What follows belongs to an exercise in optimizing a design on an open flow for small area, a short achievable clock period and few clock cycles; a production flow would make more cautious choices.
The RTL was checked by simulation tests, not by an equivalence proof against the original design.
Power figures rest on the tool's default switching activity, not on a simulated workload.

**flow/flow/run.sh**
```bash
#!/bin/bash
set -euo pipefail
bash standard.sh SETUP_SLACK_MARGIN=13 TNS_END_PERCENT=0 finish > standard_flow.log 2>&1
```
**flow/standard.sh**
```bash
#!/bin/bash
# synth_recipe.tcl (not shown) runs the flow's synth.tcl, then flattens the netlist and writes it again
# the make line also repeats each setting of config.mk as NAME=value (left out here)
make -C /OpenROAD-flow-scripts/flow DESIGN_CONFIG=/design/flow/config.mk WORK_HOME=/design/flow/orfs CLKGATE_MAP_FILE= SYNTH_SCRIPT=/design/flow/synth_recipe.tcl "${@:-finish}"
```
**flow/config.mk**
```make
export PLATFORM = sky130hd
export DESIGN_NAME = RV32Core
export DESIGN_NICKNAME = RV32Core
export VERILOG_FILES = /design/flow/design.v
export SDC_FILE = /design/flow/constraint.sdc
export NUM_CORES = 4
export LEC_CHECK = 0
export CAP_MARGIN = 20
export CORE_MARGIN = 2
export CORE_UTILIZATION = 30
export SETUP_SLACK_MARGIN = 0.4
export SLEW_MARGIN = 20
```
**flow/constraint.sdc**
```tcl
create_clock -name core_clock -period 17.0 [get_ports {CPU_CLK}]
set_input_delay 3.4000 -clock core_clock [delete_from_list [all_inputs] [get_ports {CPU_CLK}]]
set_output_delay 3.4000 -clock core_clock [all_outputs]
set_load 0.01 [all_outputs]
```
**flow/design.v**
```verilog
`timescale 1ns / 1ps
module ALU(
    input wire [31:0] a,
    input wire [31:0] b,
    input wire sub,            
    input wire sel_sum,        
    input wire sel_sll,
    input wire sel_srl,        
    input wire sra,
    input wire sel_xor,
    input wire sel_or,
    input wire sel_and,
    input wire sel_slt,
    input wire sel_sltu,
    input wire sel_link,
    input wire [31:0] link,
    output wire [31:0] sum,
    output wire lt,
    output wire ltu,
    output wire eq,
    output wire [31:0] out
    );
    wire [31:0] bx = sub ? ~b : b;
    wire [32:0] s = {1'b0, a} + {1'b0, bx} + {32'b0, sub};
    assign sum = s[31:0];
    assign ltu = ~s[32];
    assign lt = (a[31] ^ b[31]) ? a[31] : s[31];
    assign eq = (a == b);
    wire [4:0] sh = b[4:0];
    wire [31:0] sll = a << sh;
    wire [31:0] srl = $signed({sra & a[31], a}) >>> sh;
    assign out = ({32{sel_sum}} & sum)
               | ({32{sel_sll}} & sll)
               | ({32{sel_srl}} & srl)
               | ({32{sel_xor}} & (a ^ b))
               | ({32{sel_or}}  & (a | b))
               | ({32{sel_and}} & (a & b))
               | {31'b0, (sel_slt & lt) | (sel_sltu & ltu)}
               | ({32{sel_link}} & link);
endmodule
`timescale 1ns / 1ps
module RegisterFile(
    input wire clk,
    input wire rst,
    input wire we,
    input wire [4:0] wa,
    input wire [31:0] wd,
    input wire [4:0] ra1,
    input wire [4:0] ra2,
    output wire [31:0] rd1,
    output wire [31:0] rd2
    );
    reg [31:0] rf [1:31];
    reg [31:1] vld;
    always @(posedge clk)
        if (we && wa != 5'd0) rf[wa] <= wd;
    always @(posedge clk or posedge rst)
        if (rst) vld <= 31'b0;
        else if (we && wa != 5'd0) vld[wa] <= 1'b1;
    reg [31:0] r1, r2;
    integer k;
    always @(*) begin
        r1 = 32'b0;
        r2 = 32'b0;
        for (k = 1; k < 32; k = k + 1) begin
            r1 = r1 | ({32{(ra1 == k) & vld[k]}} & rf[k]);
            r2 = r2 | ({32{(ra2 == k) & vld[k]}} & rf[k]);
        end
    end
    assign rd1 = r1;
    assign rd2 = r2;
endmodule
`timescale 1ns / 1ps
module NPC_Generator(
    input wire [12:0] a,
    input wire [12:0] b,
    output wire [12:0] s
    );
    wire [12:0] p0 = a ^ b;
    wire [12:0] g0 = a & b;
    wire [12:0] g1, p1, g2, p2, g3, p3, g4;
    genvar i;
    generate
        for (i = 0; i < 13; i = i + 1) begin : lvl
            if (i >= 1) begin
                assign g1[i] = g0[i] | (p0[i] & g0[i-1]);
                assign p1[i] = p0[i] & p0[i-1];
            end else begin
                assign g1[i] = g0[i];
                assign p1[i] = p0[i];
            end
            if (i >= 2) begin
                assign g2[i] = g1[i] | (p1[i] & g1[i-2]);
                assign p2[i] = p1[i] & p1[i-2];
            end else begin
                assign g2[i] = g1[i];
                assign p2[i] = p1[i];
            end
            if (i >= 4) begin
                assign g3[i] = g2[i] | (p2[i] & g2[i-4]);
                assign p3[i] = p2[i] & p2[i-4];
            end else begin
                assign g3[i] = g2[i];
                assign p3[i] = p2[i];
            end
            if (i >= 8)
                assign g4[i] = g3[i] | (p3[i] & g3[i-8]);
            else
                assign g4[i] = g3[i];
        end
    endgenerate
    assign s = p0 ^ {g4[11:0], 1'b0};
endmodule
`timescale 1ns / 1ps
module RV32Core(
    input wire CPU_CLK,
    input wire CPU_RST,
    output wire [31:0] IMemAddr,
    input wire [31:0] IMemData,
    output wire [31:0] DMemAddr,
    output wire [3:0] DMemWE,
    output wire [31:0] DMemWD,
    input wire [31:0] DMemRD
    );
    wire clk = CPU_CLK;
    wire rst = CPU_RST;
    reg  [12:0] pcF;
    reg         validD;
    reg  [12:0] pcD;
    reg         predFD;      
    reg         lbValid;
    reg  [12:0] lbPC, lbTgt;
    reg         validE;
    reg  [4:0]  rdE;
    reg         wrE, ldE, stE, brE, jalrE, predE;
    reg  [2:0]  f3E;
    reg  [12:0] altE;
    reg  [31:0] immE, regAE, regBE;
    reg         aR_E, aM_E, aW_E, aV_E, aAlt_E;
    reg         bR_E, bM_E, bW_E, bV_E, bImm_E;
    reg         subE, sSum_E, sSll_E, sSrl_E, sraE, sXor_E, sOr_E, sAnd_E, sSlt_E, sSltu_E, sLink_E;
    reg  [31:0] resM, stdM;
    reg  [3:0]  weM;
    reg  [4:0]  rdM;
    reg         wrM, ldM;
    reg  [2:0]  f3M;
    reg  [31:0] resW;
    reg  [4:0]  rdW;
    reg         wrW, ldW;
    reg  [2:0]  f3W;
    reg  [1:0]  a10W;
    reg  [31:0] valR;        
    reg  [4:0]  rdR;
    reg         wrR;
    assign IMemAddr = {17'b0, pcF, 2'b00};
    wire [31:0] ins = IMemData;
    wire [4:0] op  = ins[6:2];
    wire [2:0] f3  = ins[14:12];
    wire [4:0] rdD  = ins[11:7];
    wire [4:0] rs1D = ins[19:15];
    wire [4:0] rs2D = ins[24:20];
    wire isLUI   = (op == 5'b01101);
    wire isAUIPC = (op == 5'b00101);
    wire isJAL   = (op == 5'b11011);
    wire isJALR  = (op == 5'b11001);
    wire isBR    = (op == 5'b11000);
    wire isLD    = (op == 5'b00000);
    wire isST    = (op == 5'b01000);
    wire isOPI   = (op == 5'b00100);
    wire isOP    = (op == 5'b01100);
    wire use1 = isJALR | isBR | isLD | isST | isOPI | isOP;
    wire use2 = isBR | isST | isOP;
    wire wrD  = (isLUI | isAUIPC | isJAL | isJALR | isLD | isOPI | isOP) & (rdD != 5'd0);
    wire hazE = validE & ldE & ((use1 & (rs1D == rdE)) | (use2 & (rs2D == rdE)));
    wire hazM = ldM & ((use1 & (rs1D == rdM)) | (use2 & (rs2D == rdM)));
    wire stallD = validD & (hazE | hazM);
    wire [31:0] immI = {{20{ins[31]}}, ins[31:20]};
    wire [31:0] immS = {{20{ins[31]}}, ins[31:25], ins[11:7]};
    wire [31:0] immU = {ins[31:12], 12'b0};
    wire [12:0] immBw = {ins[31], ins[31], ins[31], ins[7], ins[30:25], ins[11:9]};
    wire [12:0] immJw = {ins[14:12], ins[20], ins[30:22]};
    wire [12:0] brT, jalT;
    NPC_Generator AddB(.a(pcD), .b(immBw), .s(brT));
    NPC_Generator AddJ(.a(pcD), .b(immJw), .s(jalT));
    wire predD  = isBR & (ins[31] | (f3 == 3'b001) | (f3 == 3'b111));
    wire idRedir = validD & (isJAL | (predD & ~predFD));    
    wire backD = isBR & ins[31];
    wire hitF = lbValid & (pcF == lbPC);
    wire [12:0] idTarget = isJAL ? jalT : brT;
    wire [31:0] rf1, rf2, wbData;
    RegisterFile RegisterFile1(
        .clk(clk), .rst(rst),
        .we(wrR), .wa(rdR), .wd(valR),
        .ra1(rs1D), .ra2(rs2D),
        .rd1(rf1), .rd2(rf2));
    wire bypA = wrR & (rdR == rs1D);
    wire bypB = wrR & (rdR == rs2D);
    wire [31:0] regAD = bypA ? valR : rf1;
    wire [31:0] regBD = bypB ? valR : rf2;
    wire fA_M = use1 & wrE & validE & (rdE == rs1D);
    wire fA_W = use1 & wrM & (rdM == rs1D) & ~fA_M;
    wire fA_R = use1 & wrW & (rdW == rs1D) & ~fA_M & ~fA_W;
    wire fB_M = use2 & wrE & validE & (rdE == rs2D);
    wire fB_W = use2 & wrM & (rdM == rs2D) & ~fB_M;
    wire fB_R = use2 & wrW & (rdW == rs2D) & ~fB_M & ~fB_W;
    wire useImm = ~(isOP | isBR);
    wire [31:0] immD = isST ? immS : ((isLUI | isAUIPC) ? immU : immI);
    wire [12:0] altD = isAUIPC ? pcD : ((isBR & ~predD) ? brT : (predFD ? pcD + 13'd1 : pcF));
    wire opx = isOP | isOPI;
    wire [31:0] altX = {17'b0, altE, 2'b00};
    wire [31:0] fwdA = ({32{aR_E}} & regAE) | ({32{aM_E}} & resM) | ({32{aW_E}} & resW)
                     | ({32{aV_E}} & valR) | ({32{aAlt_E}} & altX);
    wire [31:0] fwdB = ({32{bR_E}} & regBE) | ({32{bM_E}} & resM) | ({32{bW_E}} & resW)
                     | ({32{bV_E}} & valR);
    wire [31:0] op2  = bImm_E ? immE : fwdB;
    wire [31:0] sum, aluOut;
    wire lt, ltu, eq;
    ALU ALU1(
        .a(fwdA), .b(op2), .sub(subE),
        .sel_sum(sSum_E), .sel_sll(sSll_E), .sel_srl(sSrl_E), .sra(sraE),
        .sel_xor(sXor_E), .sel_or(sOr_E), .sel_and(sAnd_E),
        .sel_slt(sSlt_E), .sel_sltu(sSltu_E), .sel_link(sLink_E), .link(altX),
        .sum(sum), .lt(lt), .ltu(ltu), .eq(eq), .out(aluOut));
    wire cond = (f3E[2] ? (f3E[1] ? ltu : lt) : eq) ^ f3E[0];
    wire exRedir = validE & ((brE & (cond ^ predE)) | jalrE);
    wire [12:0] exTarget = jalrE ? sum[14:2] : altE;
    wire [31:0] stData = fwdB << {sum[1:0], 3'b000};
    wire [3:0] stMask = (f3E[1:0] == 2'b00) ? 4'b0001 : ((f3E[1:0] == 2'b01) ? 4'b0011 : 4'b1111);
    assign DMemAddr = resM;
    assign DMemWE   = weM;
    assign DMemWD   = stdM;
    wire [31:0] ldS = DMemRD >> {a10W, 3'b000};
    wire [31:0] ldV = f3W[1] ? DMemRD :
                      (f3W[0] ? {{16{~f3W[2] & ldS[15]}}, ldS[15:0]}
                              : {{24{~f3W[2] & ldS[7]}}, ldS[7:0]});
    assign wbData = ldW ? ldV : resW;
    always @(posedge clk or posedge rst)
        if (rst) begin
            pcF    <= 13'd0;
            validD <= 1'b0;
            validE <= 1'b0;
            lbValid <= 1'b0;
        end else begin
            pcF    <= (~exRedir & ~stallD & idRedir) ? idTarget
                    : (exRedir ? exTarget : (stallD ? pcD : (hitF ? lbTgt : pcF + 13'd1)));
            if (validD & backD & ~predFD) lbValid <= 1'b1;
            validD <= ~exRedir & ~idRedir & ~stallD;
            validE <= validD & ~stallD & ~exRedir;
        end
    always @(posedge clk) begin
        pcD <= pcF;
        predFD <= hitF;
        if (validD & backD & ~predFD) begin
            lbPC  <= pcD;
            lbTgt <= brT;
        end
        rdE   <= rdD;
        wrE   <= wrD;
        ldE   <= isLD;
        stE   <= isST;
        brE   <= isBR;
        jalrE <= isJALR;
        predE <= predD;
        f3E   <= f3;
        altE  <= altD;
        immE  <= immD;
        regAE <= regAD;
        regBE <= regBD;
        aM_E  <= fA_M;
        aW_E  <= fA_W;
        aV_E  <= fA_R;
        aR_E  <= ~fA_M & ~fA_W & ~fA_R & ~isLUI & ~isAUIPC;
        aAlt_E <= isAUIPC;
        bM_E  <= fB_M;
        bW_E  <= fB_W;
        bV_E  <= fB_R;
        bR_E  <= ~fB_M & ~fB_W & ~fB_R;
        bImm_E <= useImm;
        subE    <= isBR | (isOP & (f3 == 3'b000) & ins[30]) | (opx & (f3[2:1] == 2'b01));
        sSum_E  <= (opx & (f3 == 3'b000)) | isLD | isST | isLUI | isAUIPC;
        sSll_E  <= opx & (f3 == 3'b001);
        sSrl_E  <= opx & (f3 == 3'b101);
        sraE    <= ins[30];
        sXor_E  <= opx & (f3 == 3'b100);
        sOr_E   <= opx & (f3 == 3'b110);
        sAnd_E  <= opx & (f3 == 3'b111);
        sSlt_E  <= opx & (f3 == 3'b010);
        sSltu_E <= opx & (f3 == 3'b011);
        sLink_E <= isJAL | isJALR;
        resM <= aluOut;
        stdM <= stData;
        weM  <= (validE & stE) ? (stMask << sum[1:0]) : 4'b0000;
        rdM  <= rdE;
        wrM  <= validE & wrE;
        ldM  <= validE & ldE;
        f3M  <= f3E;
        resW <= resM;
        rdW  <= rdM;
        wrW  <= wrM;
        ldW  <= ldM;
        f3W  <= f3M;
        a10W <= resM[1:0];
        valR <= wbData;
        rdR  <= rdW;
        wrR  <= wrW;
    end
endmodule
```
==> results of run 1 <==
## worst reg2reg max path: cells and delay by family, from the launching register on
kind | cells | cell delay [ns]
adders and majority gates | 1 | 0.32
and+or+nand+nor | 4 | 1.78
AOI/OAI and AO/OA | 6 | 1.58
buffers and inverters | 4 | 0.68
DFF | 1 | 0.51
## stage by stage
stage	std cells	hold WS (ns)	util (%)	worst slack, ns
6_report	8812	0.357	37.2	11.92
5_1_grt	8793	0.354	37.2	12.02
4_1_cts	8745	0.352	36.8	12.15
3_5_place_dp	8277	0.337	32.5	9.54
3_3_place_gp	8277	0.340	32.5	9.57
2_1_floorplan	5562	0.310	-	11.64
## power groups by stage
stage                     Combinational [mW]  Clock (mW)  Sequential, mW
final                                   1.75        3.29            4.05
after detailed placement                1.49           0            4.14
after global routing                    1.83        3.42            4.06
after CTS                               1.65        3.29            4.04
after global placement                  1.48           0            4.14
after floorplan                        0.866           0            4.06
## per-layer routing
| metal | GRT usage (%) | up-vias | share of wire [%] |
|---|---|---|---|
| met5 | 0.498 | - | 0.075 |
| met4 | 18.7 | 30 | 8.8 |
| met3 | 13.0 | 1642 | 18 |
| met2 | 38.9 | 6350 | 38 |
| met1 | 36.9 | 28800 | 35 |
| li1 | - | 22600 | - |
## worst min path at each step
| stage | slack (ns) | start | to | cells past startpoint |
|---|---|---|---|---|
| floorplan | 0.31 | f3M[0] | f3W[0] | 0 |
| global placement | 0.34 | ldM | ldW | 0 |
| detailed placement | 0.34 | f3M[2] | f3W[2] | 0 |
| CTS | 0.35 | f3M[2] | f3W[2] | 0 |
| global route | 0.35 | f3M[2] | f3W[2] | 0 |
| finish | 0.36 | f3M[2] | f3W[2] | 0 |
## cells by family (layout without fill, tap and decap cells)
family          after synthesis  after routing  share of synthesized area (%)
compound gates             1770           1770                           20.4
flops                      1381           1381                           58.3
simple gates               1316           1318                           9.53
buf+inv                     573            946                           3.48
mux                         211            211                           3.56
xor+xnor                    161            161                           2.17
fa+ha+maj                   131            131                           2.54
other cells                   1             40                        0.00574
## registers in the layout, summed over array words and instances, names as in the netlist, 32 cells and up
register	count
RegisterFile1.rf	992
immE	32
regAE	32
regBE	32
resM	32
stdM	32
valR	32
## what timing repair did
item | 4_1_cts | 5_1_grt
resized for setup | 910 | 106
buffers inserted | 180 | 41
pin swaps | 148 | 73
cloned | 18 | 5
setup endpoints to repair | 349 | 344
## synth_stat cells, drive strengths merged, types with 18 or more instances
library cell  number  share of area [%]
ha               128                2.5
xnor2            102                1.4
dfxtp            316                9.7
mux2i            160                2.5
dfrtp             47                1.8
a22oi            414                4.8
a21oi            233                1.8
nand4            128                1.2
a21o              31               0.36
nand3            166                1.3
and2              27               0.26
nor3             100               0.77
nand2            389                2.2
nor4              19               0.18
a211oi            51               0.59
a221oi           311                4.2
o21ai            184                1.4
mux2              38               0.66
nand2b            26               0.25
nor2             305                1.8
a222oi            66                1.0
o211ai            21               0.24
a31oi             18               0.17
clkbuf           362                2.1
xor2              59               0.79
inv              116               0.67
edfxtp          1018                 47
and3              84               0.80
a22o             306                4.1
o21bai            18               0.21
nor2b             20               0.19
buf               93               0.72
## layout make-up
type                       count  area [um^2]
timing repair buffer         558         6340
tap                         2854         3570
multi-input combinational   3610        27200
antenna                       21         52.6
fill                       20700       136000
inverter                     118          452
sequential                  1381        38200
clock buffer                 175         3840
clock inverter                95         1030
==> results_dict.tcl, run 1 <==
set metrics [dict create \
    status "no timing/DRC/antenna violations" \
    comb_power_share_pct 19.2 \
    core_area_um2 217000 \
    avgRoutedWirePerCell_um 38.1 \
    cts.clk_slew.worst_paths_ns 0.06 \
    critPathSlowestCell "nor3_4" \
    io_buffers 144 \
    seq_area_frac_synth_pct 58.3 \
    max_cap_viol_count 0 \
    drt_first_pass_iters 12 \
    cp.arrival_ns 5.71 \
    grt_max_degree 65 \
    num_rows 171 \
    maxSlewHeadroom_pct 21.7 \
    synth_edf_count 1018 \
    overflow 0 \
    cp_top_family "simple AND/OR/NAND/NOR gates" \
    drt_iter0_markers 12300 \
    power_mw 9.09 \
    path_depth 11 \
    reg2reg_depth 15 \
    syn_area_um2 65300 \
    r2r-end "pcF[11]" \
    clock.fmax_mhz 197 \
    postSynth.asyncResetShare_pct 3.40 \
    htreeDepth 4 \
    rrSetupSlack_ns 12.06 \
    antenna_found_initial 21 \
    power_leakage_nw 28.7 \
    setup_violations 0 \
    ctsLongestPathBuffers 3 \
    synth_warnings 2 \
    clkPwrFrac_pct 36.2 \
    cp_max_fo 23 \
    numCtsBuffers 146 \
    p_seq_share_pct 44.6 \
    hpwl_mm 191 \
    fp.dieH_um 471 \
    vdd_drop_max_uv 111 \
    hp-class "flip-flop to flip-flop" \
    internal-power_mw 6.33 \
    num_vias 59400 \
    dieArea_um2 221000 \
    drv_slew 0 \
    ctsRootBufferMaster "clkbuf_16" \
    drive_gt1_share_pct 19.8 \
    skew_ns 0.0506 \
    critPathCaptureType "flip-flop" \
    syn_avg_cell_area_um2 11.8 \
    cts_hold_buffers 0 \
    ios 166 \
    grt_pass1_vias 54900 \
    fin_setup_tns_ns 0 \
    start_util_pct 30.1 \
    cp.required_ns 17.64 \
    synth_ff_type "edfxtp_1" \
    crit_end "regBE[1]" \
    dpl_cell_area_um2 70300 \
    insertion_delay_ns 0.82 \
    swShare_pct 30.4 \
    drc 0 \
    synth_cells 5544 \
    tightest_slew_ns 1.17 \
    slowest_delay_ns 0.53 \
    gp_congestion 0.995 \
    final_cell_mix "1018 x edfxtp_1, 411 x a22oi_1, 386 x nand2_1" \
    clock_sinks 1381 \
    crit_buf_inv 4 \
    rr_startpoint "bImm_E" \
    final_common_cell "edfxtp_1" \
    layout_min_cycle_time_ns 5.08 \
    grt_pass1_wl_mm 449 \
    finalWirelength_mm 335 \
    hold_viol 0 \
    critPathLaunchType "primary input" \
    ant_nets 0 \
    ys_seq_elements 1381 \
    crit_chain "buf_6, buf_12, and2_4, buf_4, and3_4, buf_12, a22o_1, a221oi_2, nand4_1, nor3_4, a21oi_1" \
    power_switching_mw 2.76 \
    via_per_inst 6.74 \
    rsz0062_at_grt "yes" \
    finalNetCount 6012 \
    grt.total_usage_pct 28.8 \
    synth_cell_types 88 \
    syn_to_final_growth_pct 23.6 \
    cp_common_cell "buf_12" \
    dieWidth_um 471 \
    power-per-cell-area_nw_per_um2 113 \
    cts_tree "built" \
    cp-startpoint "IMemData[20]" \
    fin_crit_sh_pct 29.9 \
    crit_type "primary input to flip-flop" \
    design_area_um2 80700 \
]
Testbench counts, summed over its fixed seeds: cycles 70,777.
==> run 2, diff against run 1 <==
==> flow/flow/run.sh (replaced) <==
#!/bin/bash
set -euo pipefail
bash standard.sh SETUP_SLACK_MARGIN=12.5 TNS_END_PERCENT=0 finish > standard_flow.log 2>&1
==> run 2 against run 1 <==
  * Still clean
  * Global-route usage did not move
  * Synthesized cell count is the same
  * Count of clock-buffer cells in the layout did not move
==> results_dict.tcl, run 2 <==
set metrics [dict create \
    via_per_inst 6.74 \
    drv_slew 0 \
    dieArea_um2 221000 \
    post-synth-top-count-cell "edfxtp_1" \
    synth_top_family_by_area "compound AO/OA/AOI/OAI gates" \
    rrSetupSlack_ns 12.06 \
    drc 0 \
    skew_ns 0.0506 \
    core_area_um2 217000 \
    overflow 0 \
    syn_area_um2 65300 \
    power_leakage_nw 28.7 \
    final_cell_mix "1018 x edfxtp_1, 411 x a22oi_1, 386 x nand2_1" \
    finalNetCount 6012 \
    hp-class "flip-flop to flip-flop" \
    antenna_found_initial 21 \
    ant_nets 0 \
    ctsLongestPathBuffers 3 \
    grt_pass1_vias 54900 \
    ys_seq_elements 1381 \
    critPathCaptureType "flip-flop" \
    crit_type "primary input to flip-flop" \
    power-per-cell-area_nw_per_um2 113 \
    cts_hold_buffers 0 \
    avgRoutedWirePerCell_um 38.1 \
    gp_congestion 0.995 \
    hold_ws_ns 0.357 \
    critPathLaunchType "primary input" \
    synth_edf_count 1018 \
    crit_end "regBE[1]" \
    maxSlewHeadroom_pct 21.7 \
    fin_setup_tns_ns 0 \
    synth_fa_ha_area_share_pct 2.54 \
    synth.area.mux_share_pct 3.56 \
    grt.total_usage_pct 28.8 \
    drive_gt1_share_pct 19.8 \
    insertion_delay_ns 0.82 \
    top_register "RegisterFile1.rf" \
    io_buffers 144 \
    grt_max_degree 65 \
    hpwl_mm 191 \
    synth_top_area_cell "edfxtp_1" \
    clock.fmax_mhz 197 \
    vdd_drop_max_uv 111 \
    syn_avg_cell_area_um2 11.8 \
    synth_warnings 2 \
    largest_register_ffs 992 \
    cts_tree "built" \
    ctsRootBufferMaster "clkbuf_16" \
    cp_max_fo 23 \
    synthTopCellsByCount "1018 x edfxtp_1, 414 x a22oi_1, 389 x nand2_1" \
    synth.top_cell.area_share_pct 46.8 \
    num_vias 59400 \
    reg2reg_depth 15 \
    postSynth.asyncResetShare_pct 3.40 \
    num_rows 171 \
    clock_sinks 1381 \
    seq_area_frac_synth_pct 58.3 \
    rsz0062_at_grt "yes" \
    status "no timing/DRC/antenna violations" \
    drt_first_pass_iters 12 \
    setup_violations 0 \
    cts.clk_slew.worst_paths_ns 0.06 \
    synth_compound_area_share_pct 20.4 \
    layout_min_cycle_time_ns 5.08 \
    drt_iter0_markers 12300 \
    synthXorXnorAreaFrac_pct 2.17 \
    finalWirelength_mm 335 \
    numCtsBuffers 146 \
    max_cap_viol_count 0 \
    final_common_cell "edfxtp_1" \
    fin_crit_sh_pct 29.9 \
    synth.area.top_cells "edfxtp_1 47%, dfxtp_1 9.7%, a22oi_1 4.8%, a221oi_1 4.2%, a22o_1 4.1%" \
    start_util_pct 30.1 \
    fillers 20700 \
    tightest_slew_ns 1.17 \
    min_from "f3M[2]" \
    cp.required_ns 17.64 \
    rr_startpoint "bImm_E" \
    dieWidth_um 471 \
    synth_cell_types 88 \
    r2r-end "pcF[11]" \
    cp-startpoint "IMemData[20]" \
    fp.dieH_um 471 \
    htreeDepth 4 \
    ios 166 \
    power_mw 9.09 \
    syn_to_final_growth_pct 23.6 \
    synth_ff_type "edfxtp_1" \
    cp.arrival_ns 5.71 \
    synth_cells 5544 \
    hold_viol 0 \
    synthSimpleGateAreaFrac_pct 9.53 \
    grt_pass1_wl_mm 449 \
]
==> run 2: cell counts in the layout (fill, tap and decap cells not counted) <==
Identical to the previous run, type by type.
==> run 2: layer usage <==
layer	part of all wire, %	up-vias	GRT usage, %
met2	38	6350	38.9
met4	8.8	30	18.7
li1	-	22600	-
met5	0.075	-	0.498
met3	18	1642	13.0
met1	35	28800	36.9
==> run 2: timing repair <==
item,4_1_cts,5_1_grt
endpoints found under the setup margin,284,274
pin swaps,148,73
resized for setup,910,106
buffers inserted,180,41
cloned,18,5
==> run 2: worst min-delay path by stage <==
| stage | to | slack (ns) | depth (start not counted) |
|---|---|---|---|
| 2_1_floorplan | f3W[0] | 0.31 | 0 |
| 6_report | f3W[2] | 0.36 | 0 |
| 4_1_cts | f3W[2] | 0.35 | 0 |
| 5_1_grt | f3W[2] | 0.35 | 0 |
| 3_5_place_dp | f3W[2] | 0.34 | 0 |
| 3_3_place_gp | ldW | 0.34 | 0 |
==> run 2: worst max-delay path, stage by stage <==
cell and delay (ns):
buf_6 0.10, buf_12 0.13, and2_4 0.20, buf_4 0.14
and3_4 0.17, buf_12 0.21, a22o_1 0.23, a221oi_2 0.20
nand4_1 0.19, nor3_4 0.53, a21oi_1 0.18
==> run 2: cell type report <==
cell class                      instances  area, um^2  area share [%]
Clock buffer                          175        3840            4.76
Antenna cell                           21        52.6          0.0651
Sequential cell                      1381       38200            47.4
Clock inverter                         95        1030            1.28
Multi-Input combinational cell       3610       27200            33.7
Tap cell                             2854        3570            4.42
Timing Repair Buffer                  558        6340            7.85
Inverter                              118         452           0.560
==> run 2: logic make-up after synthesis <==
family	after synthesis
compound gates	1770
fa+ha+maj	131
simple gates	1316
xor+xnor	161
mux	211
buf+inv	573
flops	1381
other cells	1
==> run 2: metrics by stage <==
stage,util [%],worst slack [ns],cells,area [um^2]
global placement,32.5,9.57,8277,70300
detailed placement,32.5,9.54,8277,70300
finish,37.2,11.92,8812,80700
CTS,36.8,12.15,8745,79700
global route,37.2,12.02,8793,80700
floorplan,-,11.64,5562,65500
==> run 2: power by group <==
group	switching, mW	internal (mW)	total (mW)
Clock	1.44	1.85	3.29
Combinational	1.10	0.642	1.75
Sequential	0.213	3.84	4.05
Total	2.76	6.33	9.09
==> run 3, diff against run 2 <==
--- a/flow/design.v
+++ b/flow/design.v
@@ -48,4 +48,7 @@
     input wire [4:0] ra1,
     input wire [4:0] ra2,
+    input wire byp1,             
+    input wire byp2,             
+    input wire [31:0] bypd,
     output wire [31:0] rd1,
     output wire [31:0] rd2
@@ -59,11 +62,13 @@
         else if (we && wa != 5'd0) vld[wa] <= 1'b1;
     reg [31:0] r1, r2;
+    reg [31:1] rdy;
     integer k;
     always @(*) begin
-        r1 = 32'b0;
-        r2 = 32'b0;
+        r1 = {32{byp1}} & bypd;
+        r2 = {32{byp2}} & bypd;
         for (k = 1; k < 32; k = k + 1) begin
-            r1 = r1 | ({32{(ra1 == k) & vld[k]}} & rf[k]);
-            r2 = r2 | ({32{(ra2 == k) & vld[k]}} & rf[k]);
+            rdy[k] = vld[k] & ~(we & (wa == k));
+            r1 = r1 | ({32{(ra1 == k) & rdy[k]}} & rf[k]);
+            r2 = r2 | ({32{(ra2 == k) & rdy[k]}} & rf[k]);
         end
     end
@@ -188,14 +193,13 @@
     wire hitF = lbValid & (pcF == lbPC);
     wire [12:0] idTarget = isJAL ? jalT : brT;
-    wire [31:0] rf1, rf2, wbData;
+    wire [31:0] regAD, regBD, wbData;
+    wire bypA = wrR & (rdR == rs1D);
+    wire bypB = wrR & (rdR == rs2D);
     RegisterFile RegisterFile1(
         .clk(clk), .rst(rst),
         .we(wrR), .wa(rdR), .wd(valR),
         .ra1(rs1D), .ra2(rs2D),
-        .rd1(rf1), .rd2(rf2));
-    wire bypA = wrR & (rdR == rs1D);
-    wire bypB = wrR & (rdR == rs2D);
-    wire [31:0] regAD = bypA ? valR : rf1;
-    wire [31:0] regBD = bypB ? valR : rf2;
+        .byp1(bypA), .byp2(bypB), .bypd(valR),
+        .rd1(regAD), .rd2(regBD));
     wire fA_M = use1 & wrE & validE & (rdE == rs1D);
     wire fA_W = use1 & wrM & (rdM == rs1D) & ~fA_M;
==> run 3 against run 2 <==
  * Global-route usage decreased by 0.51 points
  * Register-to-register slack got worse by 0.16 ns
  * Sequential power increased by 1%
  * Hold slack got worse by 0.028 ns
  * Count of clock-buffer cells in the layout increased by 25
  * Die area decreased by 0.96%
  * Sequential cell count unchanged
  * Critical endpoint is now regAE[7]
  * Utilization decreased by 1.5 points
==> results_dict.tcl, run 3 <==
set metrics [dict create \
    status "no timing/DRC/antenna violations" \
    core_area_um2 214000 \
    power_leakage_nw 26.2 \
    drive_gt1_share_pct 13.7 \
    critPathLaunchType "primary input" \
    ctsLongestPathBuffers 3 \
    largest_register_ffs 992 \
    clock.fmax_mhz 190 \
    critPathSlowestCell "buf_4" \
    num_vias 57400 \
    synthTopCellsByCount "1018 x edfxtp_1, 757 x a22oi_1, 382 x nand2_1" \
    hp-class "flip-flop to flip-flop" \
    final_cell_mix "1018 x edfxtp_1, 755 x a22oi_1, 375 x nand2_1" \
    insertion_delay_ns 0.81 \
    crit_buf_inv 2 \
    hold_ws_ns 0.329 \
    grt_pass1_vias 53600 \
    drt_first_pass_iters 7 \
    crit_chain "buf_4, or3b_2, nor3_2, buf_4, a22o_1, a221oi_1, nand3_1, or4_1" \
    setup_ws_ns 11.73 \
    clock_sinks 1381 \
    maxSlewHeadroom_pct 19.9 \
    fp.dieH_um 468 \
    layout_min_cycle_time_ns 5.27 \
    synth.top_cell.area_share_pct 47.3 \
    cp_top_family "simple AND/OR/NAND/NOR gates" \
    cts_hold_buffers 0 \
    grt.total_usage_pct 28.3 \
    cp.required_ns 17.69 \
    grt_pass1_wl_mm 436 \
    dp.cells 8256 \
    syn_area_um2 64700 \
    synth.area.top_cells "edfxtp_1 47%, dfxtp_1 9.8%, a22oi_1 8.8%, a221oi_1 2.8%, a22o_1 2.7%" \
    drc 0 \
    syn_to_final_growth_pct 18.4 \
    vdd_drop_max_uv 99.2 \
    synth_top_area_cell "edfxtp_1" \
    syn_avg_cell_area_um2 11.8 \
    cp_common_cell "buf_4" \
    synth_cells 5481 \
    hold_viol 0 \
    slowest_delay_ns 0.82 \
    antenna_found_initial 25 \
    skew_ns 0.0335 \
    ios 166 \
    max_cap_viol_count 0 \
    busiest_layer "met2" \
    fin_crit_sh_pct 31.0 \
    cp.arrival_ns 5.96 \
    power_mw 9.28 \
    cts_tree "built" \
    numCtsBuffers 146 \
    top_register "RegisterFile1.rf" \
    power-per-cell-area_nw_per_um2 121 \
    hpwl_mm 183 \
    stdcell_count 8579 \
    io_buffers 144 \
    seq_area_frac_synth_pct 58.9 \
    critPathCaptureType "flip-flop" \
    finalNetCount 5805 \
    dieWidth_um 468 \
    rsz0062_at_grt "yes" \
    fin_setup_tns_ns 0 \
    ant_nets 0 \
    synth_cell_types 91 \
    gp_congestion 0.999 \
    post-synth-top-count-cell "edfxtp_1" \
    start_util_pct 30.2 \
    ctsRootBufferMaster "clkbuf_16" \
    final_common_cell "edfxtp_1" \
    ys_seq_elements 1381 \
    dieArea_um2 219000 \
    use_met2_pct 40.6 \
    synth_warnings 2 \
    place_ws_ns 9.76 \
    synth_edf_count 1018 \
    avgRoutedWirePerCell_um 37.7 \
    drt_iter0_markers 12000 \
    setup_violations 0 \
    crit_type "primary input to flip-flop" \
    drv_slew 0 \
    postSynth.asyncResetShare_pct 3.40 \
    grt_max_degree 61 \
    num_rows 170 \
    via_per_inst 6.69 \
    overflow 0 \
    fillers 20800 \
    grtUsageMet1_pct 34.8 \
    met3_usage_pct 12.4 \
    htreeDepth 4 \
    finalWirelength_mm 323 \
    tightest_slew_ns 1.20 \
    synth_ff_type "edfxtp_1" \
    cts.clk_slew.worst_paths_ns 0.06 \
    cp_max_fo 32 \
    cp-startpoint "IMemData[15]" \
    rr_startpoint "valR[0]" \
    min_from "f3M[2]" \
]
-- run 3: changes by cell type in the layout (fill, tap and decap cells not counted), moves of 59 or more --
cell,before,now
nor2_1,273,196
buf_4,277,158
a22oi_1,411,755
buf_12,77,18
o21ai_0,142,231
a222oi_1,66,5
a22o_1,306,199
-- run 3: through the flow --
| step | util (%) | cell area [um^2] |
|---|---|---|
| 2_1_floorplan | - | 64800 |
| 3_3_place_gp | 32.7 | 70100 |
| 3_5_place_dp | 32.7 | 70100 |
| 4_1_cts | 35.7 | 76400 |
| 5_1_grt | 35.7 | 76500 |
| 6_report | 35.7 | 76600 |
-- run 3: cell families (layout without fill, tap and decap cells) --
kind of cell | Yosys count | in the layout | share of synthesized area [%]
other | 1 | 30 | 0.00580
flip-flops | 1381 | 1381 | 58.9
buffers and inverters | 535 | 763 | 3.29
multiplexers | 148 | 148 | 2.50
AO/OA/AOI/OAI | 1876 | 1877 | 21.2
XOR/XNOR | 157 | 157 | 2.13
AND/OR/NAND/NOR | 1252 | 1254 | 9.45
adder cells (fa/ha/maj) | 131 | 131 | 2.57
-- run 3: path summary, 6_finish.rpt --
kind                                         to  slack, ns  depth (start not counted)
max in group asynchronous                pcF[6]      13.22                          2
setup / recovery                       regAE[7]      11.73                          8
setup reg to reg                        pcF[11]      11.90                         20
hold reg to reg                          f3W[2]       0.33                          0
hold / removal                           f3W[2]       0.33                          0
min in group asynchronous  RegisterFile1.vld[9]       3.12                          2
-- run 3: worst register-to-register path: stages (launching register included) --
cell and delay [ns]:
dfxtp_1 0.36, buf_6 0.32, a22oi_2 0.22, a31o_2 0.36
inv_1 0.11, buf_12 0.25, nand2_1 0.16, and2_1 0.21
fa_2 0.43, a211oi_1 0.31, nor2_2 0.12, o221ai_4 0.33
and2_4 0.23, o211ai_1 0.17, o311ai_2 0.30, buf_4 0.18
o32a_4 0.25, a41oi_4 0.20, buf_12 0.21, o211a_1 0.12
a21o_1 0.16
-- run 3: power breakdown --
group / switching (mW) / internal [mW] / total, mW
clock network: 1.46 / 1.93 / 3.38
registers: 0.236 / 3.86 / 4.10
logic: 1.17 / 0.631 / 1.80
total: 2.86 / 6.42 / 9.28
-- run 3: what timing repair did --
action / CTS / global route
gates resized for setup: 492 / 19
buffers inserted: 33 / 1
pin swaps: 25 / 8
cloned: 7 / 1
endpoints found under the hold margin: 0 / 0
endpoints found under the setup margin: 292 / 266
-- run 3: cell type report --
| class | instances | area (um^2) | area share, % |
|---|---|---|---|
| Antenna cell | 11 | 27.5 | 0.0359 |
| Clock buffer | 200 | 4100 | 5.36 |
| Clock inverter | 70 | 896 | 1.17 |
| Inverter | 124 | 477 | 0.623 |
| Multi-Input combinational cell | 3586 | 25800 | 33.7 |
| Sequential cell | 1381 | 38200 | 49.9 |
| Tap cell | 2838 | 3550 | 4.64 |
| Timing Repair Buffer | 369 | 3550 | 4.63 |
-- run 3: layer usage --
| metal | up-vias | wire length (um) |
|---|---|---|
| met5 | - | 191 |
| met1 | 27800 | 110000 |
| li1 | 22100 | - |
| met4 | 22 | 27000 |
| met3 | 1609 | 55100 |
| met2 | 5832 | 131000 |
Testbench counts of run 3, summed over its fixed seeds: cycles 70,777.
==> run 4, diff against run 3 <==
--- a/flow/config.mk
+++ b/flow/config.mk
@@ -9,4 +9,6 @@
 export CORE_MARGIN = 2
 export CORE_UTILIZATION = 30
+export CTS_CLUSTER_DIAMETER = 100
+export CTS_CLUSTER_SIZE = 20
 export SETUP_SLACK_MARGIN = 0.4
 export SLEW_MARGIN = 20
==> run 4 against run 3 <==
  * Clock skew grew 0.027 ns
  * Still clean on timing, DRC and antenna
  * Sequential power barely moved
  * Global-route usage down 0.24 points
  * Utilization decreased by 1.2 points
  * Count of clock-buffer cells in the layout is 63 lower
  * Combinational power barely moved
  * Largest power group unchanged
  * Maximum frequency is 2.1% lower
  * Non-clock buffer count decreased by 2
  * First-iteration DRC count down 1.3%
  * Hold slack improved by 0.0052 ns
  * Routed wire length fell by 0.94%
  * Largest cell class unchanged
  * Sequential cell count unchanged
  * Critical path type unchanged
==> results_dict.tcl, run 4 <==
set metrics [dict create \
    insertion_delay_ns 0.78 \
    fillers 21100 \
    crit_chain "buf_4, or3_4, nor3_2, buf_4, buf_4, a221oi_1, nand4_1, or3_1" \
    power-per-cell-area_nw_per_um2 109 \
    synth_cell_types 91 \
    synth.area.mux_share_pct 2.50 \
    cts_tree "built" \
    antenna_found_initial 14 \
    num_rows 170 \
    status "no timing/DRC/antenna violations" \
    fin_setup_tns_ns 0 \
    postSynth.asyncResetShare_pct 3.40 \
    numCtsBuffers 81 \
    critPathSlowestCell "buf_4" \
    syn_area_um2 64700 \
    dieArea_um2 219000 \
    maxSlewHeadroom_pct 21.4 \
    drive_gt1_share_pct 11.5 \
    clock.fmax_mhz 186 \
    fin_crit_sh_pct 31.6 \
    overflow 0 \
    synth_ff_type "edfxtp_1" \
    hold_ws_ns 0.334 \
    synthTopCellsByCount "1018 x edfxtp_1, 757 x a22oi_1, 382 x nand2_1" \
    drc 0 \
    place_ws_ns 9.76 \
    vdd_drop_max_uv 78.5 \
    synth_cells 5481 \
    cp_max_fo 25 \
    wl_met1_mm 110 \
    highest_layer "met5" \
    ctsLongestPathBuffers 3 \
    cp.required_ns 17.63 \
    synth.area.top_cells "edfxtp_1 47%, dfxtp_1 9.8%, a22oi_1 8.8%, a221oi_1 2.8%, a22o_1 2.7%" \
    tightest_slew_ns 1.18 \
    synth_top_area_cell "edfxtp_1" \
    layout_min_cycle_time_ns 5.38 \
    ys_seq_elements 1381 \
    syn_to_final_growth_pct 14.5 \
    rsz0062_at_grt "yes" \
    cp_common_cell "buf_4" \
    skew_ns 0.0605 \
    final_common_cell "edfxtp_1" \
    via_per_inst 6.71 \
    synth_compound_area_share_pct 21.2 \
    num_vias 56800 \
    synth.top_cell.area_share_pct 47.3 \
    critPathCaptureType "flip-flop" \
    wl_met2_mm 131 \
    synthSimpleGateAreaFrac_pct 9.45 \
    hp-class "flip-flop to flip-flop" \
    start_util_pct 30.2 \
    grt_pass1_wl_mm 432 \
    drt_iter0_markers 11900 \
    slowest_delay_ns 0.68 \
    clock_sinks 1381 \
    io_buffers 144 \
    drt_first_pass_iters 10 \
    max_cap_viol_count 0 \
    top_register "RegisterFile1.rf" \
    fp.dieH_um 468 \
    power_mw 8.07 \
    largest_register_ffs 992 \
    grt_pass1_vias 53000 \
    critPathLaunchType "primary input" \
    ctsRootBufferMaster "clkbuf_16" \
    dieWidth_um 468 \
    avgRoutedWirePerCell_um 37.9 \
    synth_warnings 2 \
    synth_edf_count 1018 \
    post-synth-top-count-cell "edfxtp_1" \
    synthXorXnorAreaFrac_pct 2.13 \
    synth_top_family_by_area "compound AO/OA/AOI/OAI gates" \
    utilization_pct 34.5 \
    final_cell_mix "1018 x edfxtp_1, 757 x a22oi_1, 375 x nand2_1" \
    synth_fa_ha_area_share_pct 2.57 \
    drv_slew 0 \
    met3WireLength_mm 52.7 \
    gp_congestion 0.999 \
    hpwl_mm 183 \
    grt.total_usage_pct 28.1 \
    power_leakage_nw 24.8 \
    seq_area_frac_synth_pct 58.9 \
    finalWirelength_mm 320 \
    hold_viol 0 \
    cts.clk_slew.worst_paths_ns 0.09 \
    grt_max_degree 61 \
    setup_ws_ns 11.62 \
    setup_violations 0 \
    core_area_um2 214000 \
    ant_nets 0 \
    ios 166 \
    syn_avg_cell_area_um2 11.8 \
    finalNetCount 5738 \
    cp.arrival_ns 6.01 \
    htreeDepth 3 \
    rrSetupSlack_ns 11.81 \
    crit_type "primary input to flip-flop" \
]
==> run 4: cell types whose count changed in the layout (fill, tap and decap cells not counted), sizes merged <==
cell | before | now
clkbuf | 204 | 139
clkinv | 47 | 9
clkdlybuf4s50 | 35 | 72
dlygate4sd2 | 83 | 48
bufinv | 14 | 0
diode | 11 | 15
inv | 129 | 125
clkinvlp | 4 | 2
buf | 238 | 237
clkdlybuf4s15 | 6 | 5
==> run 4: area by class of cell <==
class | count | area, um^2 | share of cell area [%]
flip-flops and latches | 1381 | 38200 | 51.6
multi-input cells | 3586 | 25800 | 34.8
well taps | 2838 | 3550 | 4.79
repair buffers | 367 | 3540 | 4.78
clock buffers | 137 | 2260 | 3.05
inverters | 124 | 474 | 0.640
clock inverters | 12 | 233 | 0.314
diodes | 15 | 37.5 | 0.0507
==> run 4: power breakdown <==
| part | internal, mW | leakage, nW | switching (mW) | total (mW) |
|---|---|---|---|---|
| Sequential | 3.86 | 12.5 | 0.237 | 4.10 |
| Combinational | 0.645 | 11.1 | 1.16 | 1.80 |
| Clock | 0.937 | 1.17 | 1.23 | 2.17 |
| Total | 5.44 | 24.8 | 2.63 | 8.07 |
==> run 4: path summary, 6_finish.rpt <==
path / from / to / cells after the start
hold reg to reg: f3M[2] / f3W[2] / 0
hold / removal: f3M[2] / f3W[2] / 0
max in group asynchronous: CPU_RST / pcF[8] / 2
setup reg to reg: regBE[0] / pcF[6] / 19
min in group asynchronous: CPU_RST / RegisterFile1.vld[9] / 2
setup / recovery: IMemData[15] / regAE[2] / 8
==> run 4: timing repair <==
| action | CTS | global route |
|---|---|---|
| gates cloned | 7 | 0 |
| hold buffers | 0 | 0 |
| endpoints found under the setup margin | 292 | 269 |
| resized for setup | 449 | 13 |
| pin swaps | 24 | 3 |
| buffers inserted | 32 | 1 |
==> run 4: critical path, delay by kind of cell <==
family                 cells  cell delay (ns)
buffers and inverters      3             1.20
AND/OR/NAND/NOR            4             1.11
AO/OA/AOI/OAI              1             0.26
==> run 4: routing by layer <==
| metal | up-vias | track usage (%) |
|---|---|---|
| met4 | 12 | 16.9 |
| met1 | 27700 | 34.8 |
| met5 | - | 0.216 |
| met3 | 1489 | 11.3 |
| met2 | 5686 | 40.8 |
| li1 | 21900 | - |
==> run 4: through the flow <==
step | instances | cell area [um^2]
after floorplan | 5499 | 64800
after global placement | 8256 | 70100
after detailed placement | 8256 | 70100
after CTS | 8444 | 74000
after global routing | 8446 | 74000
final | 8460 | 74100
==> run 4: logic make-up (layout without fill, tap and decap cells) <==
group | Yosys count | in the layout
xor+xnor | 157 | 157
buf+inv | 535 | 640
mux | 148 | 148
other cells | 1 | 34
simple gates | 1252 | 1254
flops | 1381 | 1381
compound gates | 1876 | 1877
fa+ha+maj | 131 | 131
==> run 5, diff against run 4 <==
--- a/flow/config.mk
+++ b/flow/config.mk
@@ -10,5 +10,5 @@
 export CORE_UTILIZATION = 30
 export CTS_CLUSTER_DIAMETER = 100
-export CTS_CLUSTER_SIZE = 20
+export CTS_CLUSTER_SIZE = 24
 export SETUP_SLACK_MARGIN = 0.4
 export SLEW_MARGIN = 20
==> run 5 against run 4 <==
  * Final cell count decreased by 0.30%
  * Combinational power about the same
  * Hold slack better by 0.0031 ns
  * Synthesized cell count unchanged
  * Routed wire length barely moved
  * Die area did not move
  * Global-route usage is essentially flat
  * Register-to-register slack got worse by 0.04 ns
  * Critical path type unchanged
  * Clock skew increased by 0.022 ns
  * Setup slack improved by 0.052 ns
==> results_dict.tcl, run 5 <==
set metrics [dict create \
    finalWirelength_mm 320 \
    hpwl_mm 183 \
    setup_violations 0 \
    post-synth-top-count-cell "edfxtp_1" \
    critPathCaptureType "flip-flop" \
    fp.dieH_um 468 \
    critPathLaunchType "primary input" \
    internal-power_mw 5.33 \
    gp_congestion 0.999 \
    dieArea_um2 219000 \
    cp.required_ns 17.62 \
    design_area_um2 73700 \
    synth_cell_types 91 \
    final_common_cell "edfxtp_1" \
    num_vias 56600 \
    max_cap_viol_count 0 \
    min_from "f3M[2]" \
    crit_buf_inv 3 \
    cp_top_family "simple AND/OR/NAND/NOR gates" \
    cp_max_fo 32 \
    cp-startpoint "IMemData[22]" \
    layout_min_cycle_time_ns 5.33 \
    power_switching_mw 2.59 \
    syn_area_um2 64700 \
    drc 0 \
    ant_nets 0 \
    avgRoutedWirePerCell_um 37.9 \
    grt_pass1_vias 52800 \
    setup_ws_ns 11.67 \
    ctsRootBufferMaster "clkbuf_16" \
    synthTopCellsByCount "1018 x edfxtp_1, 757 x a22oi_1, 382 x nand2_1" \
    dieWidth_um 468 \
    insertion_delay_ns 0.76 \
    vdd_drop_max_uv 88.8 \
    final_cell_mix "1018 x edfxtp_1, 757 x a22oi_1, 375 x nand2_1" \
    place_ws_ns 9.76 \
    cts_hold_buffers 0 \
    cts_tree "built" \
    swShare_pct 32.7 \
    cp.arrival_ns 5.95 \
    status "no timing/DRC/antenna violations" \
    fin_crit_sh_pct 31.3 \
    core_area_um2 214000 \
    synth_warnings 2 \
    synth_cells 5481 \
    crit_chain "buf_8, buf_12, or3_1, nor3_2, buf_4, a22o_1, a221oi_1, nand4_1, or3_1" \
    slowest_delay_ns 0.82 \
    comb_power_share_pct 22.8 \
    skew_ns 0.0821 \
    syn_to_final_growth_pct 14.0 \
    synth.area.top_cells "edfxtp_1 47%, dfxtp_1 9.8%, a22oi_1 8.8%, a221oi_1 2.8%, a22o_1 2.7%" \
    via_per_inst 6.71 \
    drt_first_pass_iters 10 \
    rsz0062_at_grt "yes" \
    clkPwrFrac_pct 25.4 \
    clock.fmax_mhz 188 \
    cp_common_cell "or3_1" \
    synth_ff_type "edfxtp_1" \
    top_register "RegisterFile1.rf" \
    power-per-cell-area_nw_per_um2 107 \
    htreeDepth 3 \
    postSynth.asyncResetShare_pct 3.40 \
    synth_edf_count 1018 \
    io_buffers 144 \
    hold_ws_ns 0.337 \
    synth_top_area_cell "edfxtp_1" \
    crit_type "primary input to flip-flop" \
    p_seq_share_pct 51.7 \
    clock_sinks 1381 \
    num_rows 170 \
    start_util_pct 30.2 \
    seq_area_frac_synth_pct 58.9 \
    power_leakage_nw 24.6 \
    overflow 0 \
    maxSlewHeadroom_pct 20.9 \
    critPathSlowestCell "buf_4" \
    syn_avg_cell_area_um2 11.8 \
    grt.total_usage_pct 28.0 \
    ctsLongestPathBuffers 3 \
    dpl_cell_area_um2 70100 \
    power_mw 7.92 \
    hp-class "flip-flop to flip-flop" \
    drt_iter0_markers 11500 \
    cts.clk_slew.worst_paths_ns 0.11 \
    rrSetupSlack_ns 11.77 \
    fin_setup_tns_ns 0 \
    grt_max_degree 61 \
    finalNetCount 5727 \
    grt_pass1_wl_mm 431 \
    tightest_slew_ns 1.16 \
    drv_slew 0 \
    ios 166 \
    drive_gt1_share_pct 11.3 \
    hold_viol 0 \
    ys_seq_elements 1381 \
    antenna_found_initial 24 \
    synth.top_cell.area_share_pct 47.3 \
    largest_register_ffs 992 \
    numCtsBuffers 70 \
    rr_startpoint "bImm_E" \
]
[run 5: layout make-up]
| type | instances | area (um^2) |
|---|---|---|
| timing repair buffer | 367 | 3570 |
| multi-input combinational | 3586 | 25700 |
| tap | 2838 | 3550 |
| antenna | 10 | 25.0 |
| clock buffer | 115 | 1960 |
| inverter | 124 | 477 |
| fill | 21100 | 141000 |
| clock inverter | 14 | 216 |
| sequential | 1381 | 38200 |
[run 5: worst register-to-register path, cell delays in order, from the launching register on]
cell and delay (ns):
dfxtp_1 0.53, inv_2 0.08, buf_6 0.25, o21ai_0 0.88, xnor2_1 0.15, ha_1 0.40, nand3_1 0.10, o22ai_1 0.19
a221oi_1 0.68, and2_4 0.29, o211ai_1 0.20, o311ai_2 0.30, buf_4 0.18, o311ai_4 0.15, buf_4 0.23, a41oi_4 0.22
buf_4 0.18, a21boi_1 0.16
[run 5: metrics by stage]
step	util, %	cells
6_report	34.4	8435
5_1_grt	34.4	8427
4_1_cts	34.4	8424
3_5_place_dp	32.7	8256
3_3_place_gp	32.7	8256
2_1_floorplan	-	5499
[run 5: cells by family after synthesis]
family                     Yosys count  share of synthesized area, %
muxes                              148                          2.50
adders and majority gates          131                          2.57
DFF                               1381                          58.9
AOI/OAI and AO/OA                 1876                          21.2
other                                1                       0.00580
buffers and inverters              535                          3.29
and+or+nand+nor                   1252                          9.45
xor gates and xnor gates           157                          2.13
[run 5: repair_timing]
| action | in CTS | in global routing |
|---|---|---|
| setup endpoints to repair | 292 | 270 |
| resized for setup | 456 | 10 |
| buffers inserted | 32 | 1 |
| pin swaps | 24 | 3 |
| endpoints found under the hold margin | 0 | 0 |
| gates cloned | 7 | 0 |
[run 5: routing by layer]
metal,track usage (%),wire length [um]
met3,11.8,53200
met5,0.0866,100
met2,40.8,131000
met1,34.4,110000
met4,17.1,26100
[run 5: path summary, 6_finish.rpt]
kind,cells past startpoint,end
min reg2reg,0,f3W[2]
max reg2reg,17,validD
max,9,regBE[19]
min,0,f3W[2]
min in group asynchronous,2,RegisterFile1.vld[9]
max in group asynchronous,2,pcF[8]
[run 5: power groups by stage]
stage	clock [mW]	combinational, mW	sequential [mW]
6_report	2.02	1.81	4.10
5_1_grt	2.12	1.90	4.11
4_1_cts	2.01	1.73	4.08
3_5_place_dp	0	1.64	4.16
3_3_place_gp	0	1.63	4.16
2_1_floorplan	0	0.922	4.11
==> run 6, diff against run 5 <==
--- a/flow/config.mk
+++ b/flow/config.mk
@@ -8,5 +8,5 @@
 export CAP_MARGIN = 20
 export CORE_MARGIN = 2
-export CORE_UTILIZATION = 30
+export CORE_UTILIZATION = 50
 export CTS_CLUSTER_DIAMETER = 100
 export CTS_CLUSTER_SIZE = 24
==> run 6 against run 5 <==
  * Sequential power about the same
  * Sequential cell count stayed put
  * Register-to-register slack better by 0.28 ns
  * Setup slack gained 0.28 ns
  * Die area is 40% lower
  * Critical path type unchanged
  * Largest power group unchanged
  * Highest routed layer unchanged
==> results_dict.tcl, run 6 <==
set metrics [dict create \
    slowest_delay_ns 0.54 \
    finalNetCount 5795 \
    grt_pass1_wl_mm 428 \
    clock_sinks 1381 \
    rsz0062_at_grt "yes" \
    power_switching_mw 2.59 \
    cp-startpoint "IMemData[16]" \
    tightest_slew_ns 1.19 \
    power_mw 7.97 \
    fin_crit_sh_pct 29.7 \
    layout_min_cycle_time_ns 5.05 \
    syn_area_um2 64700 \
    design_area_um2 73500 \
    postSynth.asyncResetShare_pct 3.40 \
    clkPwrFrac_pct 25.3 \
    cts_hold_buffers 0 \
    dieWidth_um 364 \
    cp_max_fo 19 \
    synth_cells 5481 \
    drv_slew 0 \
    p_seq_share_pct 51.1 \
    comb_power_share_pct 23.6 \
    ctsLongestPathBuffers 3 \
    status "no timing/DRC/antenna violations" \
    synth_cell_types 91 \
    drt_iter0_markers 11700 \
    setup_violations 0 \
    ctsRootBufferMaster "clkbuf_16" \
    syn_avg_cell_area_um2 11.8 \
    core_area_um2 128000 \
    hp-class "flip-flop to flip-flop" \
    finalWirelength_mm 318 \
    num_rows 131 \
    drc 0 \
    dp.cells 7165 \
    cp_top_family "simple AND/OR/NAND/NOR gates" \
    cts.clk_slew.worst_paths_ns 0.10 \
    synth.top_cell.area_share_pct 47.3 \
    htreeDepth 3 \
    max_cap_viol_count 0 \
    rr_startpoint "bImm_E" \
    rrSetupSlack_ns 12.05 \
    antenna_found_initial 19 \
    min_from "f3M[1]" \
    synth_edf_count 1018 \
    crit_buf_inv 3 \
    synth_ff_type "edfxtp_1" \
    setup_ws_ns 11.95 \
    reg2reg_depth 18 \
    dieArea_um2 132000 \
    r2r-end "pcF[12]" \
    maxSlewHeadroom_pct 20.8 \
    num_vias 57000 \
    top_register "RegisterFile1.rf" \
    synth.area.top_cells "edfxtp_1 47%, dfxtp_1 9.8%, a22oi_1 8.8%, a221oi_1 2.8%, a22o_1 2.7%" \
    gp_congestion 1.05 \
    avgRoutedWirePerCell_um 43.1 \
    seq_area_frac_synth_pct 58.9 \
    internal-power_mw 5.38 \
    synthTopCellsByCount "1018 x edfxtp_1, 757 x a22oi_1, 382 x nand2_1" \
    cts_tree "built" \
    cp.required_ns 17.66 \
    stdcell_count 7380 \
    final_cell_mix "1018 x edfxtp_1, 755 x a22oi_1, 375 x nand2_1" \
    post-synth-top-count-cell "edfxtp_1" \
    start_util_pct 50.5 \
    via_per_inst 7.72 \
    ant_nets 0 \
    cp_common_cell "buf_6" \
    crit_end "regAE[1]" \
    io_buffers 144 \
    synth_warnings 2 \
    swShare_pct 32.5 \
    largest_register_ffs 992 \
    clock.fmax_mhz 198 \
    critPathCaptureType "flip-flop" \
    ys_seq_elements 1381 \
    power-per-cell-area_nw_per_um2 108 \
    hold_ws_ns 0.334 \
    grt_max_degree 62 \
    crit_type "primary input to flip-flop" \
    syn_to_final_growth_pct 13.6 \
    vdd_drop_max_uv 108 \
    dpl_cell_area_um2 68900 \
    drt_first_pass_iters 11 \
    utilization_pct 57.4 \
    insertion_delay_ns 0.77 \
    place_ws_ns 9.58 \
    grt_pass1_vias 52900 \
    grt.total_usage_pct 46.8 \
    synth_top_area_cell "edfxtp_1" \
    fp.dieH_um 364 \
    overflow 0 \
    cp.arrival_ns 5.72 \
    path_depth 8 \
    hold_viol 0 \
    fin_setup_tns_ns 0 \
    hpwl_mm 183 \
    skew_ns 0.0976 \
    drive_gt1_share_pct 13.1 \
    critPathSlowestCell "or3b_2" \
    numCtsBuffers 71 \
    critPathLaunchType "primary input" \
    final_common_cell "edfxtp_1" \
    crit_chain "buf_6, or3b_2, nor3_2, buf_6, buf_6, a221oi_1, nand4_1, or3_1" \
    ios 166 \
    power_leakage_nw 25.3 \
]
==> run 6: logic make-up after synthesis <==
| family | share of synthesized area (%) |
|---|---|
| buf+inv | 3.29 |
| simple gates | 9.45 |
| fa+ha+maj | 2.57 |
| flops | 58.9 |
| xor+xnor | 2.13 |
| mux | 2.50 |
| other cells | 0.00580 |
| compound gates | 21.2 |
==> run 6: layout make-up <==
cell class / instances / area, um^2
fillers: 10600 / 54500
flip-flops and latches: 1381 / 38200
multi-input cells: 3585 / 26000
repair buffers: 435 / 4410
well taps: 1729 / 2160
clock buffers: 106 / 1980
inverters: 124 / 473
clock inverters: 14 / 229
diodes: 6 / 15.0
==> run 6: how the worst min path moves through the flow <==
stage	to	slack [ns]	depth (start not counted)
2_1_floorplan	f3W[0]	0.31	0
3_3_place_gp	f3W[2]	0.31	0
3_5_place_dp	f3W[1]	0.31	0
4_1_cts	f3W[1]	0.34	0
5_1_grt	f3W[2]	0.34	0
6_report	f3W[1]	0.33	0
==> run 6: routing by layer <==
metal  GRT usage [%]  vias to the layer above  wire length [um]
met5           0.472                        -               316
met4            31.4                       30             28800
met3            19.0                     1633             51300
met2            67.4                     5766            130000
met1            57.7                    27600            107000
li1                -                    21900                 -
==> run 6: power by group through the flow <==
stage                     sequential [mW]  clock (mW)  combinational [mW]
after detailed placement             4.15           0                1.65
after CTS                            4.06        2.00                1.77
after floorplan                      4.11           0               0.922
final                                4.07        2.02                1.88
after global placement               4.15           0                1.64
after global routing                 4.08        2.11                1.97
==> run 6: repair_timing <==
action,CTS,global route
gates resized for setup,559,85
pin swaps,38,34
gates cloned,6,4
setup endpoints to repair,300,262
setup buffers,60,19
==> run 7, diff against run 6 <==
--- a/flow/config.mk
+++ b/flow/config.mk
@@ -8,7 +8,8 @@
 export CAP_MARGIN = 20
 export CORE_MARGIN = 2
-export CORE_UTILIZATION = 50
+export CORE_UTILIZATION = 30
 export CTS_CLUSTER_DIAMETER = 100
 export CTS_CLUSTER_SIZE = 24
+export PLACE_DENSITY = 0.7
 export SETUP_SLACK_MARGIN = 0.4
 export SLEW_MARGIN = 20
==> run 7 against run 6 <==
  * First-iteration DRC count up 6.0%
  * Design area rose by 1.9%
  * Highest routed layer unchanged
  * Setup slack worse by 0.11 ns
  * Synthesized cell count did not move
  * Critical path type unchanged
  * Maximum frequency shrank 2.2%
  * Via count is 1.9% higher
  * Largest power group unchanged
  * Sequential cell count did not move
  * Global-route usage fell by 20 points
  * Clock power hardly changed
==> results_dict.tcl, run 7 <==
set metrics [dict create \
    syn_avg_cell_area_um2 11.8 \
    finalNetCount 5790 \
    ant_nets 0 \
    maxSlewHeadroom_pct 18.9 \
    rr_startpoint "valR[2]" \
    drive_gt1_share_pct 13.1 \
    utilization_pct 34.9 \
    hold_viol 0 \
    cp.required_ns 17.59 \
    drt_first_pass_iters 10 \
    top_register "RegisterFile1.rf" \
    hp-class "flip-flop to flip-flop" \
    postSynth.asyncResetShare_pct 3.40 \
    synth_cell_types 91 \
    final_common_cell "edfxtp_1" \
    tightest_slew_ns 1.22 \
    grt.total_usage_pct 27.1 \
    final_cell_mix "1018 x edfxtp_1, 752 x a22oi_1, 377 x nand2_1" \
    avgRoutedWirePerCell_um 36.8 \
    hold_depth 0 \
    cp_max_fo 32 \
    fp.dieH_um 468 \
    gp_congestion 1.02 \
    fillers 20700 \
    skew_ns 0.0700 \
    hold_ws_ns 0.338 \
    stdcell_count 8504 \
    synth_cells 5481 \
    clock_sinks 1381 \
    power-per-cell-area_nw_per_um2 107 \
    ys_seq_elements 1381 \
    via_per_inst 6.83 \
    ctsRootBufferMaster "clkbuf_16" \
    r2r-end "pcF[11]" \
    dp.cells 8252 \
    min_to "f3W[1]" \
    num_vias 58100 \
    synth_ff_type "edfxtp_1" \
    ios 166 \
    insertion_delay_ns 0.78 \
    critPathLaunchType "primary input" \
    clock.fmax_mhz 194 \
    grt_pass1_wl_mm 421 \
    start_util_pct 30.2 \
    synth.area.top_cells "edfxtp_1 47%, dfxtp_1 9.8%, a22oi_1 8.8%, a221oi_1 2.8%, a22o_1 2.7%" \
    cts_tree "built" \
    largest_register_ffs 992 \
    vdd_drop_max_uv 77.2 \
    synth.top_cell.area_share_pct 47.3 \
    grt_pass1_vias 53300 \
    synth_warnings 2 \
    ctsLongestPathBuffers 3 \
    drv_slew 0 \
    power_mw 7.99 \
    numCtsBuffers 71 \
    overflow 0 \
    synth_edf_count 1018 \
    seqCellArea_um2 38200 \
    dieWidth_um 468 \
    rsz0062_at_grt "yes" \
    syn_to_final_growth_pct 15.8 \
    fin_crit_sh_pct 30.4 \
    grt_max_degree 61 \
    finalWirelength_mm 313 \
    rrSetupSlack_ns 12.15 \
    io_buffers 144 \
    synth_top_area_cell "edfxtp_1" \
    seq_area_frac_synth_pct 58.9 \
    drc 0 \
    num_rows 170 \
    cts.clk_slew.worst_paths_ns 0.10 \
    antenna_found_initial 38 \
    status "no timing/DRC/antenna violations" \
    dieArea_um2 219000 \
    multi_input_area_um2 26000 \
    reg2reg_depth 20 \
    hpwl_mm 175 \
    power_leakage_nw 25.1 \
    setup_violations 0 \
    max_cap_viol_count 0 \
    layout_min_cycle_time_ns 5.16 \
    post-synth-top-count-cell "edfxtp_1" \
    fin_setup_tns_ns 0 \
    cp.arrival_ns 5.76 \
    crit_type "primary input to flip-flop" \
    critPathCaptureType "flip-flop" \
    core_area_um2 214000 \
    syn_area_um2 64700 \
    drt_iter0_markers 12400 \
    synthTopCellsByCount "1018 x edfxtp_1, 757 x a22oi_1, 382 x nand2_1" \
    htreeDepth 3 \
    min_from "f3M[1]" \
]
## run 7: timing repair
action	4_1_cts	5_1_grt
hold buffers	0	0
gates resized for setup	449	145
setup endpoints to repair	292	271
buffers inserted	57	38
gates cloned	7	4
pin swaps	23	28
## run 7: area by class of cell
type	count	area share, %
repair buffers	430	5.80
diodes	24	0.0802
well taps	2838	4.74
inverters	124	0.628
clock inverters	17	0.403
multi-input cells	3585	34.8
clock buffers	105	2.58
flip-flops and latches	1381	51.0
## run 7: metrics by stage
| stage | cell area [um^2] | setup WS, ns |
|---|---|---|
| final | 74900 | 11.84 |
| after global routing | 74900 | 11.90 |
| after CTS | 73900 | 11.95 |
| after detailed placement | 70100 | 9.93 |
| after global placement | 70100 | 9.94 |
| after floorplan | 64800 | 11.39 |
## run 7: worst max-delay path, cell delays in order
cell	delay (ns)
buf_6	0.17
nor2_1	0.07
nand2_1	0.21
nor3_2	0.07
buf_6	0.30
a22o_1	0.33
a221oi_1	0.36
nand3_1	0.11
or4_1	0.61
## run 7: cells by family after synthesis
kind of cell	after synthesis	share of synthesized area, %
adder cells (fa/ha/maj)	131	2.57
XOR/XNOR	157	2.13
flip-flops	1381	58.9
multiplexers	148	2.50
AND/OR/NAND/NOR	1252	9.45
AO/OA/AOI/OAI	1876	21.2
other	1	0.00580
buffers and inverters	535	3.29
## run 7: how the worst max path moves through the flow
stage                       startpoint       end  slack (ns)  cells after the start
after global placement    IMemData[21]  regBE[1]        9.94                      9
after floorplan           IMemData[23]   pcF[12]       11.39                     13
after CTS                 IMemData[22]   pcF[12]       11.95                     15
after detailed placement  IMemData[21]  regBE[1]        9.93                      9
final                     IMemData[16]  regAE[5]       11.84                      9
after global routing       IMemData[9]   pcF[12]       11.90                     14
## run 7: power breakdown
group          switching, mW  leakage, nW  total, mW  internal, mW
Sequential             0.245         12.5       4.10          3.86
Combinational           1.18         11.6       1.86         0.674
Clock                   1.20         1.06       2.03         0.832
## run 7: layer usage
layer | track usage [%] | wire length, um | up-vias
met5 | 1.32 | 632 | -
met4 | 17.7 | 29700 | 34
met3 | 13.4 | 58700 | 1941
met2 | 38.2 | 123000 | 6599
met1 | 32.3 | 100000 | 27600
li1 | - | - | 22000

-- static timing again, ports no longer ideal --
In the flow no input, the clock included, has a driving cell. The finished layouts below were timed again as built, in two steps. Step 1, drivers: a clkbuf_16 drives CPU_CLK and a buf_2 each remaining input, both assumed. Step 2 times the ports against the registers' clock, not the clock port: input delays grow and output delays shrink by t, the midpoint of the rising clock arrivals with the driver on. a / b / c = no drivers / after step 1 / after step 2; a / b = the first two.
run | shift t [ns] | setup slack, ns | cell pins on the clock port's net
run 1 | 0.887 | 11.923 / 11.950 / 11.062 | 1
run 2 | 0.887 | 11.923 / 11.950 / 11.062 | 1
run 3 | 0.886 | 11.731 / 11.796 / 10.910 | 1
run 4 | 0.845 | 11.620 / 11.686 / 10.842 | 1
run 5 | 0.809 | 11.672 / 11.725 / 10.915 | 1
run 6 | 0.800 | 11.948 / 11.989 / 11.189 | 1
run 7 | 0.834 | 11.836 / 11.872 / 11.053 | 1
After both steps setup and hold are still met in every run listed.
